Source: an optimization exercise on an open RTL-to-GDS flow (aim: small area, a short achievable clock period and few clock cycles per item). Production flows keep margins and buffers that such runs may drop.
For this run, only the layout was checked, not whether the RTL still works.
Power figures rest on the tool's default switching activity, not on a simulated workload.

File: config.mk
export PLATFORM = sky130hd
export DESIGN_NAME = unsigned_nonrestoring
export DESIGN_NICKNAME = unsigned_nonrestoring
export VERILOG_FILES = /design/flow/design.v
export SDC_FILE = /design/flow/constraint.sdc
export NUM_CORES = 4
export LEC_CHECK = 0
export ABC_AREA = 1
export CAP_MARGIN = 20
export CORE_MARGIN = 2
export CORE_UTILIZATION = 40
export CTS_BUF_LIST = sky130_fd_sc_hd__clkbuf_8
export SETUP_SLACK_MARGIN = 3.5
export SLEW_MARGIN = 20
File: constraint.sdc
create_clock -name core_clock -period 6.0 [get_ports {clk}]
set_input_delay 1.2000 -clock core_clock [delete_from_list [all_inputs] [get_ports {clk}]]
set_output_delay 1.2000 -clock core_clock [all_outputs]
set_load 0.01 [all_outputs]
File: design.v
module unsigned_nonrestoring #(
    parameter int WIDTH = 32
) (
    input logic go,
    input logic[WIDTH-1:0] divisor,
    input logic[WIDTH-1:0] dividend,
    input logic clk, rst,
    output logic done,
    output logic[WIDTH-1:0] quotient,
    output logic[WIDTH-1:0] remainder,
    output logic divide_by_zero
);
logic align_R, iter_R, done_R, dbz_R;
logic [4:0] cnt_R;
logic [31:0] Q_R, R_R, B_R;
logic [5:0] lza_R, lzb_R;
assign done = done_R;
assign divide_by_zero = dbz_R;
assign quotient = Q_R;
assign remainder = R_R;
function automatic logic [5:0] lzc32(input logic [31:0] x);
    logic [15:0] v1; logic [15:0] c1;
    logic [7:0] v2; logic [1:0] c2 [8];
    logic [3:0] v3; logic [2:0] c3 [4];
    logic [1:0] v4; logic [3:0] c4 [2];
    for (int i = 0; i < 16; i++) begin
        v1[i] = x[2*i+1] | x[2*i];
        c1[i] = ~x[2*i+1];
    end
    for (int i = 0; i < 8; i++) begin
        v2[i] = v1[2*i+1] | v1[2*i];
        c2[i] = v1[2*i+1] ? {1'b0, c1[2*i+1]} : {1'b1, c1[2*i]};
    end
    for (int i = 0; i < 4; i++) begin
        v3[i] = v2[2*i+1] | v2[2*i];
        c3[i] = v2[2*i+1] ? {1'b0, c2[2*i+1]} : {1'b1, c2[2*i]};
    end
    for (int i = 0; i < 2; i++) begin
        v4[i] = v3[2*i+1] | v3[2*i];
        c4[i] = v3[2*i+1] ? {1'b0, c3[2*i+1]} : {1'b1, c3[2*i]};
    end
    if (v4[1]) lzc32 = {2'b00, c4[1]};
    else if (v4[0]) lzc32 = {2'b01, c4[0]};
    else lzc32 = 6'd32;
endfunction
logic [6:0] d;
logic [31:0] bsh;
logic bzero, qzero;
always_comb begin
    d = {1'b0, lzb_R} - {1'b0, lza_R};
    bzero = lzb_R[5];
    qzero = d[6];
    bsh = divisor << d[4:0];
end
logic [32:0] diff;
logic qd;
logic [32:0] sx, sz, sg, sp, G, P;
always_comb begin
    sx = {1'b0, R_R}; sz = ~{1'b0, B_R};
    sg = sx & sz; sp = sx ^ sz;
    G = {sg[32:1], sg[0] | sp[0]}; P = sp;
    G[31] = G[31] | (P[31] & G[30]); P[31] = P[31] & P[30];
    G[29] = G[29] | (P[29] & G[28]); P[29] = P[29] & P[28];
    G[27] = G[27] | (P[27] & G[26]); P[27] = P[27] & P[26];
    G[25] = G[25] | (P[25] & G[24]); P[25] = P[25] & P[24];
    G[23] = G[23] | (P[23] & G[22]); P[23] = P[23] & P[22];
    G[21] = G[21] | (P[21] & G[20]); P[21] = P[21] & P[20];
    G[19] = G[19] | (P[19] & G[18]); P[19] = P[19] & P[18];
    G[17] = G[17] | (P[17] & G[16]); P[17] = P[17] & P[16];
    G[15] = G[15] | (P[15] & G[14]); P[15] = P[15] & P[14];
    G[13] = G[13] | (P[13] & G[12]); P[13] = P[13] & P[12];
    G[11] = G[11] | (P[11] & G[10]); P[11] = P[11] & P[10];
    G[9] = G[9] | (P[9] & G[8]); P[9] = P[9] & P[8];
    G[7] = G[7] | (P[7] & G[6]); P[7] = P[7] & P[6];
    G[5] = G[5] | (P[5] & G[4]); P[5] = P[5] & P[4];
    G[3] = G[3] | (P[3] & G[2]); P[3] = P[3] & P[2];
    G[1] = G[1] | (P[1] & G[0]); P[1] = P[1] & P[0];
    G[31] = G[31] | (P[31] & G[29]); P[31] = P[31] & P[29];
    G[29] = G[29] | (P[29] & G[27]); P[29] = P[29] & P[27];
    G[27] = G[27] | (P[27] & G[25]); P[27] = P[27] & P[25];
    G[25] = G[25] | (P[25] & G[23]); P[25] = P[25] & P[23];
    G[23] = G[23] | (P[23] & G[21]); P[23] = P[23] & P[21];
    G[21] = G[21] | (P[21] & G[19]); P[21] = P[21] & P[19];
    G[19] = G[19] | (P[19] & G[17]); P[19] = P[19] & P[17];
    G[17] = G[17] | (P[17] & G[15]); P[17] = P[17] & P[15];
    G[15] = G[15] | (P[15] & G[13]); P[15] = P[15] & P[13];
    G[13] = G[13] | (P[13] & G[11]); P[13] = P[13] & P[11];
    G[11] = G[11] | (P[11] & G[9]); P[11] = P[11] & P[9];
    G[9] = G[9] | (P[9] & G[7]); P[9] = P[9] & P[7];
    G[7] = G[7] | (P[7] & G[5]); P[7] = P[7] & P[5];
    G[5] = G[5] | (P[5] & G[3]); P[5] = P[5] & P[3];
    G[3] = G[3] | (P[3] & G[1]); P[3] = P[3] & P[1];
    G[31] = G[31] | (P[31] & G[27]); P[31] = P[31] & P[27];
    G[29] = G[29] | (P[29] & G[25]); P[29] = P[29] & P[25];
    G[27] = G[27] | (P[27] & G[23]); P[27] = P[27] & P[23];
    G[25] = G[25] | (P[25] & G[21]); P[25] = P[25] & P[21];
    G[23] = G[23] | (P[23] & G[19]); P[23] = P[23] & P[19];
    G[21] = G[21] | (P[21] & G[17]); P[21] = P[21] & P[17];
    G[19] = G[19] | (P[19] & G[15]); P[19] = P[19] & P[15];
    G[17] = G[17] | (P[17] & G[13]); P[17] = P[17] & P[13];
    G[15] = G[15] | (P[15] & G[11]); P[15] = P[15] & P[11];
    G[13] = G[13] | (P[13] & G[9]); P[13] = P[13] & P[9];
    G[11] = G[11] | (P[11] & G[7]); P[11] = P[11] & P[7];
    G[9] = G[9] | (P[9] & G[5]); P[9] = P[9] & P[5];
    G[7] = G[7] | (P[7] & G[3]); P[7] = P[7] & P[3];
    G[5] = G[5] | (P[5] & G[1]); P[5] = P[5] & P[1];
    G[31] = G[31] | (P[31] & G[23]); P[31] = P[31] & P[23];
    G[29] = G[29] | (P[29] & G[21]); P[29] = P[29] & P[21];
    G[27] = G[27] | (P[27] & G[19]); P[27] = P[27] & P[19];
    G[25] = G[25] | (P[25] & G[17]); P[25] = P[25] & P[17];
    G[23] = G[23] | (P[23] & G[15]); P[23] = P[23] & P[15];
    G[21] = G[21] | (P[21] & G[13]); P[21] = P[21] & P[13];
    G[19] = G[19] | (P[19] & G[11]); P[19] = P[19] & P[11];
    G[17] = G[17] | (P[17] & G[9]); P[17] = P[17] & P[9];
    G[15] = G[15] | (P[15] & G[7]); P[15] = P[15] & P[7];
    G[13] = G[13] | (P[13] & G[5]); P[13] = P[13] & P[5];
    G[11] = G[11] | (P[11] & G[3]); P[11] = P[11] & P[3];
    G[9] = G[9] | (P[9] & G[1]); P[9] = P[9] & P[1];
    G[31] = G[31] | (P[31] & G[15]); P[31] = P[31] & P[15];
    G[29] = G[29] | (P[29] & G[13]); P[29] = P[29] & P[13];
    G[27] = G[27] | (P[27] & G[11]); P[27] = P[27] & P[11];
    G[25] = G[25] | (P[25] & G[9]); P[25] = P[25] & P[9];
    G[23] = G[23] | (P[23] & G[7]); P[23] = P[23] & P[7];
    G[21] = G[21] | (P[21] & G[5]); P[21] = P[21] & P[5];
    G[19] = G[19] | (P[19] & G[3]); P[19] = P[19] & P[3];
    G[17] = G[17] | (P[17] & G[1]); P[17] = P[17] & P[1];
    G[32] = G[32] | (P[32] & G[31]); P[32] = P[32] & P[31];
    G[30] = G[30] | (P[30] & G[29]); P[30] = P[30] & P[29];
    G[28] = G[28] | (P[28] & G[27]); P[28] = P[28] & P[27];
    G[26] = G[26] | (P[26] & G[25]); P[26] = P[26] & P[25];
    G[24] = G[24] | (P[24] & G[23]); P[24] = P[24] & P[23];
    G[22] = G[22] | (P[22] & G[21]); P[22] = P[22] & P[21];
    G[20] = G[20] | (P[20] & G[19]); P[20] = P[20] & P[19];
    G[18] = G[18] | (P[18] & G[17]); P[18] = P[18] & P[17];
    G[16] = G[16] | (P[16] & G[15]); P[16] = P[16] & P[15];
    G[14] = G[14] | (P[14] & G[13]); P[14] = P[14] & P[13];
    G[12] = G[12] | (P[12] & G[11]); P[12] = P[12] & P[11];
    G[10] = G[10] | (P[10] & G[9]); P[10] = P[10] & P[9];
    G[8] = G[8] | (P[8] & G[7]); P[8] = P[8] & P[7];
    G[6] = G[6] | (P[6] & G[5]); P[6] = P[6] & P[5];
    G[4] = G[4] | (P[4] & G[3]); P[4] = P[4] & P[3];
    G[2] = G[2] | (P[2] & G[1]); P[2] = P[2] & P[1];
    diff[0] = ~sp[0];
    for (int i = 1; i < 33; i++) diff[i] = sp[i] ^ G[i-1];
    qd = !diff[32];
end
always_ff @(posedge clk or posedge rst) begin
    if (rst) begin
        align_R <= 1'b0;
        iter_R <= 1'b0;
        done_R <= 1'b0;
        dbz_R <= 1'b0;
    end else begin
        done_R <= 1'b0;
        if (align_R) begin
            align_R <= 1'b0;
            dbz_R <= bzero;
            if (bzero || qzero) done_R <= 1'b1;
            else iter_R <= 1'b1;
        end else if (iter_R) begin
            if (cnt_R == 5'd0) begin
                iter_R <= 1'b0;
                done_R <= 1'b1;
            end
        end else if (go) begin
            align_R <= 1'b1;
        end
    end
end
always_ff @(posedge clk) begin
    lza_R <= lzc32(dividend);
    lzb_R <= lzc32(divisor);
    if (align_R) begin
        B_R <= bsh;
        Q_R <= '0;
        cnt_R <= d[4:0];
    end else begin
        B_R <= {1'b0, B_R[31:1]};
        Q_R <= {Q_R[30:0], qd};
        cnt_R <= cnt_R - 5'd1;
    end
    if (!align_R && !iter_R) R_R <= dividend;
    else if (iter_R && qd) R_R <= diff[31:0];
end
endmodule
File: flow/run.sh
#!/bin/bash
# The standard layout, with the port buffers made from the smallest plain buffer
# (buf_1) instead of the cell buffer_ports picks by itself.
set -euo pipefail
bash standard.sh 'BUFFER_PORTS_ARGS=-buffer_cell sky130_fd_sc_hd__buf_1' finish > make.log 2>&1
File: standard.sh
#!/bin/bash
# synth_recipe.tcl (not shown) runs the flow's synth.tcl, then flattens the netlist and writes it again
# the make line also repeats each setting of config.mk as NAME=value (left out here)
make -C /OpenROAD-flow-scripts/flow DESIGN_CONFIG=/design/flow/config.mk WORK_HOME=/design/flow/orfs CLKGATE_MAP_FILE= SYNTH_SCRIPT=/design/flow/synth_recipe.tcl "${@:-finish}"
==> reports/summary.txt <==
Status -> no timing/DRC/antenna violations
Most frequent cell after synthesis -> nand2_1
Row count -> 50
Reg clk slew, reported paths -> 0.08 ns
Mapped Avg Cell Area -> 6.928 um^2
H-tree levels -> 4
Die extent in y -> 143.2 um
Final WL -> 24310 um
Slowest stage delay, CP -> 0.47 ns
Hold path start -> Q_R[4]
Initial antenna violation count -> 1
Die area -> 20510 um^2
Slew at the pin closest to its max-slew limit -> 1.079 ns
Cells after synthesis -> 1119
Worst-Skew Late Latency -> 0.43 ns
Final HPWL DP -> 17480 um
Crit-path max FO -> 3
Final TNS setup -> 0 ns
Final setup fails -> 0
Crit-path slowest cell -> edfxtp_1
Placed inst area -> 8453 um^2
Clk sinks -> 117
Clock root cell -> clkbuf_8
Crit-path leading delay family -> adder cells
CP Capture Type -> flip-flop
Worst reg2reg path startpoint -> R_R[13]
Critical R2R Capture -> R_R[31]
CTS tree -> yes
Detailed-route DRC error count -> 0
CP startpoint kind -> flip-flop
Fin util -> 51.67%
Largest net degree at the start of global routing -> 63
Asr flop ratio synth -> 3.419%
Worst EP required -> 6.16 ns
CP arrival -> 2.73 ns
Io pins -> 133
First-pass GRT wire length -> 36760 um
Routed vias/inst -> 5.193
Placed cells -> 1474
WP buf/inv -> 1
Diode count -> 0
Final period util -> 42.82%
Max Cap Viol -> 0
Metal3 WL -> 1687 um
RSZ-0062 raised after global routing -> true
PortBufs -> 132
Most used cell along the critical path -> nor2_1
Cell taking the most area after synthesis -> dfxtp_1
Die span in x -> 143.2 um
Hold crit path type -> reg -> reg
#FFs+latches synth -> 117
Final hold viol count -> 0
Crit path cell chain -> ha_4 -> nand2_1 -> nor2_2 -> inv_1 -> nor2_1 -> nor2_1 -> o21ai_4 -> a21oi_2 -> fa_1 -> xor2_1 -> o21ai_0
Fmax -> 389.2 MHz
Grt total ovfl -> 0
Max clock buf depth -> 2
Total GRT Usage -> 23.10%
Worst reg2reg path depth -> 11
Sequential area share after synthesis -> 34.60%
Final non-filler cell area -> 9729 um^2
Post-synth EDFFs -> 32
Area Growth Syn to Fin -> 25.50%
Clk_skew -> 0.01444 ns
Starting Density -> 41.17%
Post-synthesis cell type count -> 39
Vias in the first global route -> 7191
LEAKAGE -> 4.236 nW
Core ar. -> 18830 um^2
PD cells -> 604.7 nW/um^2
M1 WL -> 10810 um
Min cycle time layout -> 2.569 ns
Top routing layer in use -> met4
Via count -> 8055
Routed wl met2 -> 11290 um
Synth Flop Type -> dfxtp_1
Nets -> 1401
Yosys top cell area share -> 20.92%
Initial DRC Count -> 590
R2R setup slack -> 3.43 ns
Hold Path Depth -> 2
Final Instance Count excl. Fillers -> 1551
Rel. slew slack -> 27.96%
Share of cells above drive strength 1 -> 12.86%
Syn Nets -> 1242
Critical Setup Path Class -> reg -> reg
Slew Limit Fails -> 0
VDD IR max -> 0.2201 mV
Hold Path Sink -> Q_R[5]
Routed wire per std cell -> 15.68 um
CTS buffer count -> 17
Ys Warns -> 7
Mapped Area -> 7752 um^2
DR pass1 iterations -> 7
Most frequent cells after synthesis -> 251 x nand2_1, 217 x nand3_1, 145 x inv_1
Top post-synthesis cells by area -> dfxtp_1 21%, nand3_1 14%, edfxtp_1 12%
Routability congestion estimate -> 0.8977
DRT antenna net count -> 0
placed cells by master (no fill, tap or decap), drive strengths merged:
master / n
a31oi: 2
a21oi: 44
and3: 1
xor2: 11
buf: 173
clkinv: 11
nand2: 255
dfxtp: 81
o211ai: 7
a21o: 2
inv: 144
dfrtp: 4
nand4: 2
nor2: 118
o21ai: 61
nand3: 218
xnor2: 10
clkbuf: 18
nor3: 4
or2: 1
nor4: 1
o31ai: 1
bufinv: 4
nand3b: 2
ha: 39
fa: 17
edfxtp: 32
o22ai: 10
o21bai: 6
clkinvlp: 5
and2: 4
a21boi: 3
how the worst max path moves through the flow:
stage / cells after the start / start / to / slack, ns
finish: 11 / R_R[13] / R_R[31] / 3.43
global placement: 4 / align_R / R_R[5] / 2.77
global route: 14 / R_R[0] / R_R[23] / 3.26
detailed placement: 4 / align_R / R_R[5] / 2.73
floorplan: 14 / R_R[0] / R_R[23] / 3.52
CTS: 14 / R_R[0] / R_R[23] / 3.42
tightest hold or removal path: cells and delay by family, from the launching register on:
kind	cells	cell delay [ns]
buf+inv	1	0.04
flops	1	0.31
simple gates	1	0.03
metal layers:
layer	track usage, %	vias up
li1	-	3997
met1	31.98	3728
met2	36.77	295
met3	4.192	35
met4	6.966	0
met5	0	-
area by class of cell:
type | instances | area, um^2
clock buffers | 17 | 234.0
clock inverters | 15 | 205.2
fillers | 1897 | 9101
inverters | 147 | 565.5
multi-input cells | 819 | 4827
flip-flops and latches | 117 | 2688
well taps | 260 | 325.3
repair buffers | 174 | 869.6
repair inverters | 2 | 15.01
metrics by stage:
step	hold slack [ns]	total power [W]	setup slack, ns
finish	0.4207	0.005883	3.431
global placement	0.4054	0.004183	2.767
floorplan	0.4306	0.003444	3.524
detailed placement	0.4117	0.004226	2.735
global route	0.4330	0.006369	3.260
CTS	0.4192	0.005320	3.421
registers in the layout, indices dropped and copies added (netlist names):
| signal | count |
|---|---|
| Q_R | 32 |
| B_R | 32 |
| dbz_R | 1 |
| iter_R | 1 |
| lzb_R | 6 |
| R_R | 32 |
| align_R | 1 |
| lza_R | 6 |
| cnt_R | 5 |
| done_R | 1 |
repair_timing:
item / 4_1_cts / 5_1_grt
pin swaps: 16 / 27
hold buffers: 0 / 0
buffers inserted: 12 / 25
gates cloned: 5 / 3
resized for setup: 41 / 62
endpoints found under the setup margin: 84 / 84
cell families after synthesis:
logic type	after synthesis	share of synthesized area, %
AO/OA/AOI/OAI	136	9.587
adder cells (fa/ha/maj)	56	10.68
buffers and inverters	188	9.425
XOR/XNOR	20	2.453
AND/OR/NAND/NOR	602	33.25
flip-flops	117	34.60
report_power, final:
group / switching [W] / internal [W] / total, W / leakage (nW)
Combinational: 0.00212 / 0.00144 / 0.00356 / 2.97
Sequential: 0.000236 / 0.00129 / 0.00153 / 1.04
Clock: 0.000345 / 0.000456 / 0.000800 / 0.224
Total: 0.00270 / 0.00319 / 0.00588 / 4.24

[separate check: timing with driven ports]
No port has a modelled driver above. Below, the same layout with a new extraction and two added sets of constraints. Step 1, drivers: a clkbuf_16 drives clk and a buf_2 each remaining input, both assumed. Step 2 moves the port delays by t, midway between the first and last clock arrival at a register: inputs arrive t later, outputs are due t later. That takes back most of the time a late clock gives input paths. Three values: ideal ports, drivers, drivers and shift; two values: the first two.
t (ns): 0.465
setup WS [ns]: 3.431 / 3.431 / 3.228
worst hold slack (ns): 0.421 / 0.421 / 0.421
clock arrival spread, ns: 0.015 / 0.015
After both steps this run still meets setup and hold. The setup slack of this run moves by 0.000 ns with the drivers and by -0.203 ns with both steps.
